Background: an optimization exercise with open tools, aiming at small area, a short achievable clock period and few clock cycles per item. Do not read the settings as production practice.
The RTL was checked by simulation tests, not by an equivalence proof against the original design.
Power and IR drop assume default switching activity.

--- config.mk ---
export PLATFORM = sky130hd
export DESIGN_NAME = accel
export DESIGN_NICKNAME = accel
export VERILOG_FILES = /design/flow/design.v
export SDC_FILE = /design/flow/constraint.sdc
export NUM_CORES = 4
export LEC_CHECK = 0
export CAP_MARGIN = 20
export CORE_MARGIN = 2
export CORE_UTILIZATION = 40
export SLEW_MARGIN = 20
--- constraint.sdc ---
create_clock -name core_clock -period 5.0 [get_ports {clk_i}]
set_input_delay 1.0000 -clock core_clock [delete_from_list [all_inputs] [get_ports {clk_i}]]
set_output_delay 1.0000 -clock core_clock [all_outputs]
set_load 0.01 [all_outputs]
--- design.v ---
`timescale 1ns / 1ps
module mul(
    input clk_i,
    input rst_i,
    input [7:0] a_bi,
    input [7:0] b_bi,
    input start_i,
    output busy_o,
    output reg [15:0] y_bo
);
    localparam IDLE = 1'b0;
    localparam WORK = 1'b1;
    reg [3:0] ctr;
    wire [3:0] end_step;
    wire [7:0] part_sum;
    wire [15:0] shifted_part_sum;
    reg [7:0] a, b;
    reg [15:0] part_res;
    reg state;
    reg state_next;
    assign part_sum = a & {8{b[ctr]}};
    assign shifted_part_sum = part_sum << ctr;
    assign end_step = (ctr == 3'd7);
    assign busy_o = state;
    always @(posedge clk_i)
        if (rst_i) begin
            state <= IDLE;
        end else begin
            state <= state_next;
        end
    always @* begin
        case(state)
            IDLE: state_next = (start_i) ? WORK : IDLE;
            WORK: state_next = (end_step) ? IDLE : WORK;
        endcase
    end
    always @(posedge clk_i)
        if (rst_i) begin
            ctr <= 0;
            part_res <= 0;
            y_bo <= 0;
        end else begin
            case (state)
                IDLE:
                    if (start_i) begin
                        a <= a_bi;
                        b <= b_bi;
                        ctr <= 0;
                        part_res <= 0;
                    end
                WORK:
                    begin
                        if (end_step) begin
                            y_bo <= part_res + shifted_part_sum;
                        end
                        part_res <= part_res + shifted_part_sum;
                        ctr <= ctr + 1;
                    end
            endcase
        end
endmodule
`timescale 1ns / 1ps
module cube (
    input clk_i,
    input rst_i,
    input [7:0] x_bi,
    input start_i, 
    output busy_o,
    output reg [7:0] y_bo 
);
    localparam IDLE = 3'b000;
    localparam STATE1 = 3'b001;
    localparam STATE2 = 3'b010;
    localparam STATE3 = 3'b011;
    localparam STATE4 = 3'b100;
    localparam STATE5 = 3'b101;
    localparam START = 6'sd6;
    localparam END = -(6'sd3);
    reg [7:0] x;
    wire [15:0] b;
    reg [5:0] s;
    reg [7:0] y;
    wire end_step;
    reg [2:0] state;
    reg [2:0] state_next;
    assign end_step = (s == END);
    assign busy_o = (state != IDLE);
    reg [7:0] mul_a; 
    reg [7:0] mul_b;
    wire [15:0] mul_out;
    reg mul_start;
    wire mul_busy;
    assign b = (mul_out + 16'd1) << s;
    mul mul_t (
        .clk_i(clk_i),
        .rst_i(rst_i),
        .a_bi(mul_a), 
        .b_bi(mul_b),
        .start_i(mul_start),
        .busy_o(mul_busy),
        .y_bo(mul_out)
    );
always @(posedge clk_i)
    if (rst_i) begin
        state <= IDLE;
    end else begin
        state <= state_next;
    end
always @* begin
    case(state) 
        IDLE: state_next = (start_i) ? STATE1 : IDLE;
        STATE1: state_next = (end_step) ? IDLE : STATE2;
        STATE2: state_next = STATE3;
        STATE3: state_next = mul_busy ? STATE3 : STATE4;
        STATE4: state_next = STATE5;
        STATE5: state_next = mul_busy ? STATE5 : STATE1;
        default: state_next = IDLE;
    endcase
end  
always @(posedge clk_i)
    if (rst_i) begin
       s <= START;
       y <= 0;
       y_bo <= 0;
       x <= x_bi;
       mul_start <= 1'b0;
    end else begin
        case(state)
            IDLE: 
                begin
                    if (start_i) begin
                        x <= x_bi;
                        s <= START;
                        y <= 0;
                    end
                end
            STATE1:
                begin
                    if (!end_step) begin
                        mul_a <= 3;
                        mul_b <= y << 1;
                        mul_start <= 1'b1;
                        y <= y << 1;
                    end else begin
                        y_bo <= y;
                    end
                end
            STATE2:
                mul_start <= 1'b0;
            STATE3:
                begin
                    if (!mul_busy) begin
                        mul_a <= mul_out[7:0];
                        mul_b <= y + 1;
                        mul_start <= 1'b1;
                    end
                end
            STATE4:
                mul_start <= 1'b0;
            STATE5:
                begin
                    if (!mul_busy) begin
                        if ({8'd0, x} >= b) begin
                            x <= x - b[7:0];
                            y <= y + 1;
                        end
                        s <= s - 3;
                    end
                end
        endcase 
    end
endmodule
`timescale 1ns / 1ps
module accel(
	input rst_i,
	input clk_i,
	input start_i,
	input [7 : 0] a_in,
	input [7 : 0] b_in,
	output busy_out,
	output reg [15 : 0] y_out
);
    wire [15 : 0] result;
    reg [7 : 0] a, b;
    reg [2 : 0] state, state_next;
    localparam IDLE = 3'b000;
    localparam CUBE_ON = 3'b001;
    localparam CUBE_WORK = 3'b010;
    localparam MUL_ON = 3'b011;
    localparam MUL_WORK = 3'b100;
    wire [7:0] cube1_out;
    wire cube1_busy;
    reg cube1_start;
    wire [7:0] double_cube_res;
    cube cube1(
        .clk_i(clk_i),
        .rst_i(rst_i),
        .x_bi(b),
        .start_i(cube1_start),
        .busy_o(cube1_busy),
        .y_bo(cube1_out)
    );
    wire [15 : 0] mul1_out;
    wire mul1_busy;
    reg mul1_start;
    mul mul1(
    	.clk_i(clk_i),
    	.rst_i(rst_i),
    	.a_bi(a),
    	.b_bi(8'd3),
    	.start_i(mul1_start),
    	.busy_o(mul1_busy),
    	.y_bo(mul1_out)
    );
    assign busy_out = rst_i | (state != 0);
    assign double_cube_res = cube1_out << 1;
    assign result = double_cube_res + mul1_out;
    always @(posedge clk_i)
        if (rst_i) begin
            state <= IDLE;
        end else begin
            state <= state_next;
        end
    always @* begin
        case(state)
            IDLE:  state_next <= (start_i) ? CUBE_ON : IDLE;
            CUBE_ON: state_next <= CUBE_WORK;
            CUBE_WORK: state_next <= (cube1_busy) ? CUBE_WORK : MUL_ON;
            MUL_ON: state_next <= MUL_WORK;
            MUL_WORK: state_next <= (mul1_busy) ? MUL_WORK : IDLE; 
            default: state_next <= IDLE;
        endcase
    end
    always @(posedge clk_i) begin
        if (rst_i) begin
            y_out <= 0;
            cube1_start <= 1'b0;
            mul1_start <= 1'b0;
        end else begin
            case (state)
                IDLE:
                    begin
                    if (start_i) begin
                       a <= a_in;
                       b <= b_in;
                       cube1_start <= 1'b1;
                       end
                    end
                CUBE_WORK:
                    begin
                        cube1_start <= 1'b0;
                        if (!cube1_busy) begin
                            mul1_start <= 1'b1;
                        end
                    end
                MUL_WORK:
                    begin
                        mul1_start <= 1'b0;
                        if (!mul1_busy) begin
                            y_out <= result;
                        end
                    end
            endcase
        end
    end
endmodule
--- run.sh ---
#!/bin/bash
# synth_recipe.tcl (not shown) runs the flow's synth.tcl, then flattens the netlist and writes it again
# the make line also repeats each setting of config.mk as NAME=value (left out here)
make -C /OpenROAD-flow-scripts/flow DESIGN_CONFIG=/design/flow/config.mk WORK_HOME=/design/flow/orfs CLKGATE_MAP_FILE= SYNTH_SCRIPT=/design/flow/synth_recipe.tcl finish
==> results by group <==
Place
  • Port buffer count: 35
  • Setup WS pre-CTS: ~0.7 ns
  • Final Wtd Congestion: a little over 0.8
  • Placed insts: about 1500
  • DPL Wire Length: 16980 µm

Synthesis
  • Largest family of logic cells by synthesized area: simple AND/OR/NAND/NOR gates
  • Syn avg cell area: slightly below 9 µm²
  • Post-synthesis simple-gate area fraction: between 20% and 30%
  • Post-synthesis cell type count: between 70 and 80
  • Synth Area in Compound Gates: between 15 and 20%
  • Synth warn: 3
  • Synth Flop Type: dfxtp_1
  • Cells after Synth: 1222
  • Adder-cell share of the synthesized area: between 6 and 7%
  • Asr flop ratio synth: 0%
  • Syn nets: around 1300
  • EDFF count, synth: 64
  • Synthesized area: 10680 µm²
  • Post-synthesis mux area share: under 10%
  • Sequential share of the synthesized area: between 40% and 50%
  • Synthesis-stage register bit count: around 180
  • Synth Area in XOR/XNOR: under 10%

STA
  • Worst setup margin: 0.6769 ns
  • Setup TNS: 0 ns
  • Final period utilization: 86.46%
  • Final setup fails: 0
  • Fin crit period: 4.323 ns
  • F_max: roughly 0.23 GHz
  • RSZ-0062 raised after global routing: no
  • Pins Over Slew Limit: 0
  • Worst Skew: 0.01302 ns
  • Final hold violation count: 0
  • Slew @ Worst Pin: a little over 1 ns
  • Slew margin rel.: between 30% and 40%

Clocking
  • Clk slew on worst S/H paths: about 0.08 ns
  • Clock buffer depth: 2
  • Postcts setup bufs: 0
  • CTS resizes: 0
  • H-tree Lvls: 4
  • Hold buffer count at cts: 0
  • Root buf cell: clkbuf_16
  • CTS tree: built
  • CTS Buf Count: 17
  • Worst-Skew Late Latency: 0.43 ns
  • TritonCTS Sinks: roughly 180

Floorplan
  • Die ar.: 28020 µm²
  • Initial core utilization: between 40% and 50%
  • Core area: about 26000 µm²
  • Site Rows: ~60
  • Die Ht: around 170 µm
  • Io pins: 36
  • Die Width: between 150 and 200 µm

GRT
  • Total gr overflow: 0
  • First-pass GRT wire length: slightly below 40000 µm
  • Vias in the first global route: just under 8000
  • Total global-route track usage: between 10% and 20%
  • Initial antenna violation count: 0
  • Largest net degree at the start of global routing: ~50

Worst setup path
  • Slowest-stage cell, CP: mux4_2
  • Crit path buffers/inverters: 1
  • WP data arrival: 4.65 ns
  • Cells along the critical path: mux4_2 > mux2i_2 > buf_4 > nand2b_1 > o21ai_0 > nor2b_1 > ha_1 > a2111oi_0 > o21ai_0 > a41oi_1 > o21bai_1 > a21oi_1 > o21ai_0 > nor4b_1 > a311o_1
  • Delay of the slowest critical-path stage: slightly below 0.6 ns
  • Reg-to-reg startpoint: cube1.mul_t.ctr[0]
  • CP Max Fanout: 10
  • Worst path most repeated cell: o21ai_0
  • CP Launch Type: flop
  • CP Data Required Time: about 5.3 ns
  • CP Class: flop to flop
  • CP startpoint: cube1.mul_t.ctr[0]
  • Top cell family by delay on the critical path: compound AO/OA/AOI/OAI gates
  • CP endpoint kind: flop

Detailed routing
  • DR vias: ~8600
  • WL final: around 24000 µm
  • Drt drc: 0
  • Total iterations of the first detailed-routing run: 5
  • Number of DRC markers in iteration 0: between 600 and 700
  • Wire per inst: between 15 and 20 µm
  • ANT nets after route: 0
  • Vias/cell: between 5 and 6

Flow run
  • Max Cap Violations: 0

Pwr
  • Power density over the cells: roughly 310 nW/µm²
  • Overall power: about 3.7 mW
  • Worst vdd ir: between 0.15 and 0.2 mV
  • Leakage: ~4.4 nW

Min path
  • Hold path start: cube1.mul_a[4]
  • Type of the most critical hold path: flop to flop

Final layout
  • Most frequent cells in the layout: 137 x nand2_1, 125 x nor2_1, 120 x dfxtp_1, 118 x a21oi_1, 64 x edfxtp_1
  • Antenna diodes: 0
  • Layout Cells excl Fill: 1558
  • Area delta synth->final: 10.87%
  • Share of layout cells above drive strength 1: 6.460%
  • Commonest non-fill, non-tap cell in the layout: nand2_1
  • Nets: between 1000 and 1500

Status
  • Outcome: complete, no violations
## worst register-to-register path, delay by kind of cell, from the launching register on
family                   cells  cell delay [ns]
buffers and inverters        1             0.18
AO/OA/AOI/OAI                8             2.06
AND/OR/NAND/NOR              3             0.52
adder cells (fa/ha/maj)      1             0.33
flip-flops                   1             0.41
multiplexers                 2             0.74
## final cells by class
type                       instances  area (µm²)
clock buffer                      17       425.4
clock inverter                    15       157.7
fill                            2575       14290
inverter                          36       135.1
multi-input combinational        920        5909
sequential                       184        4324
tap                              335       419.2
timing repair buffer              51       467.9
## synthesized netlist by cell type, types with 11 or more instances
cell	instances	area, µm²
a21oi_1	118	590.6
nand2_1	137	514.2
inv_1	34	127.6
a211oi_1	23	172.7
mux2i_1	32	320.3
nand3_1	33	165.2
nand2b_1	17	106.4
nor2b_1	11	68.82
ha_1	51	638.1
nor3_1	34	170.2
nor2_1	125	469.2
o21ai_0	40	200.2
dfxtp_1	120	2402
a21o_1	14	105.1
xnor2_1	40	350.3
buf_2	13	65.06
xor2_1	15	131.4
a31oi_1	14	87.58
o21bai_1	13	97.59
clkbuf_1	59	221.5
edfxtp_1	64	1922
and3_1	37	231.5
## flip-flops by register name, summed over array words and instances, names as in the netlist, 16 cells and up
signal	flops
cube1.mul_t.y_bo	16
y_out	16
cube1.mul_t.part_res	16
mul1.part_res	16
mul1.y_bo	16
## final timing paths
check                                  end  slack, ns  cells after the start
hold / removal            cube1.mul_t.a[4]       0.41                      0
hold reg to reg           cube1.mul_t.a[4]       0.41                      0
setup reg to reg  cube1.mul_t.part_res[14]       0.68                     15
setup / recovery  cube1.mul_t.part_res[14]       0.68                     15
## logic make-up (layout without fill, tap and decap cells)
group / Yosys count / count (layout)
AO/OA/AOI/OAI: 306 / 306
XOR/XNOR: 55 / 55
adder cells (fa/ha/maj): 55 / 55
buffers and inverters: 118 / 119
flip-flops: 184 / 184
multiplexers: 40 / 40
AND/OR/NAND/NOR: 464 / 464
## layer usage
metal  part of all wire (%)  GRT usage (%)  vias up
met2                     44          26.47      169
met4                    1.0          4.272        0
met3                    3.7          2.623       19
met1                     51          25.00     4010
met5                      0              0        -
li1                       -              -     4399
## report_power, final
| part | switching (mW) | leakage [nW] | internal (mW) |
|---|---|---|---|
| registers | 0.0718 | 1.56 | 1.63 |
| logic | 0.410 | 2.61 | 0.263 |
| clock network | 0.651 | 0.277 | 0.667 |
## stage by stage
| stage | hold WS, ns | utilization [%] | instance area [µm²] |
|---|---|---|---|
| floorplan | 0.4003 | - | 10680 |
| global route | 0.4288 | 45.30 | 11840 |
| global placement | 0.4022 | 43.05 | 11250 |
| detailed placement | 0.4045 | 43.05 | 11250 |
| finish | 0.4147 | 45.30 | 11840 |
| CTS | 0.4128 | 45.28 | 11830 |
Testbench counts, summed over its fixed seeds: cycles 123,208, items 1,600.

## separate check: timing with driven ports
No port has a modelled driver above. Below, the same layout with a new extraction and two added sets of constraints.
Step 1: set_driving_cell puts a clkbuf_16 on clk_i and a buf_2 on each other input, an assumption about the parent block.
Step 2, shift: input delay + t, output delay - t, t = (earliest + latest rising clock arrival at the registers) / 2. This alone moves slack from input paths to output paths.
Three values: no drivers, after step 1, after step 2; two values: the first two.
t (ns): 0.472
setup slack, ns: 0.677 / 0.677 / 0.677
hold WS [ns]: 0.415 / 0.415 / 0.415
worst setup path after step 2: register to register
clock arrival spread, ns: 0.016 / 0.016
After both steps this run still meets setup and hold. For this run, drivers alone change the setup slack by 0.000 ns; drivers and shift together by 0.000 ns.
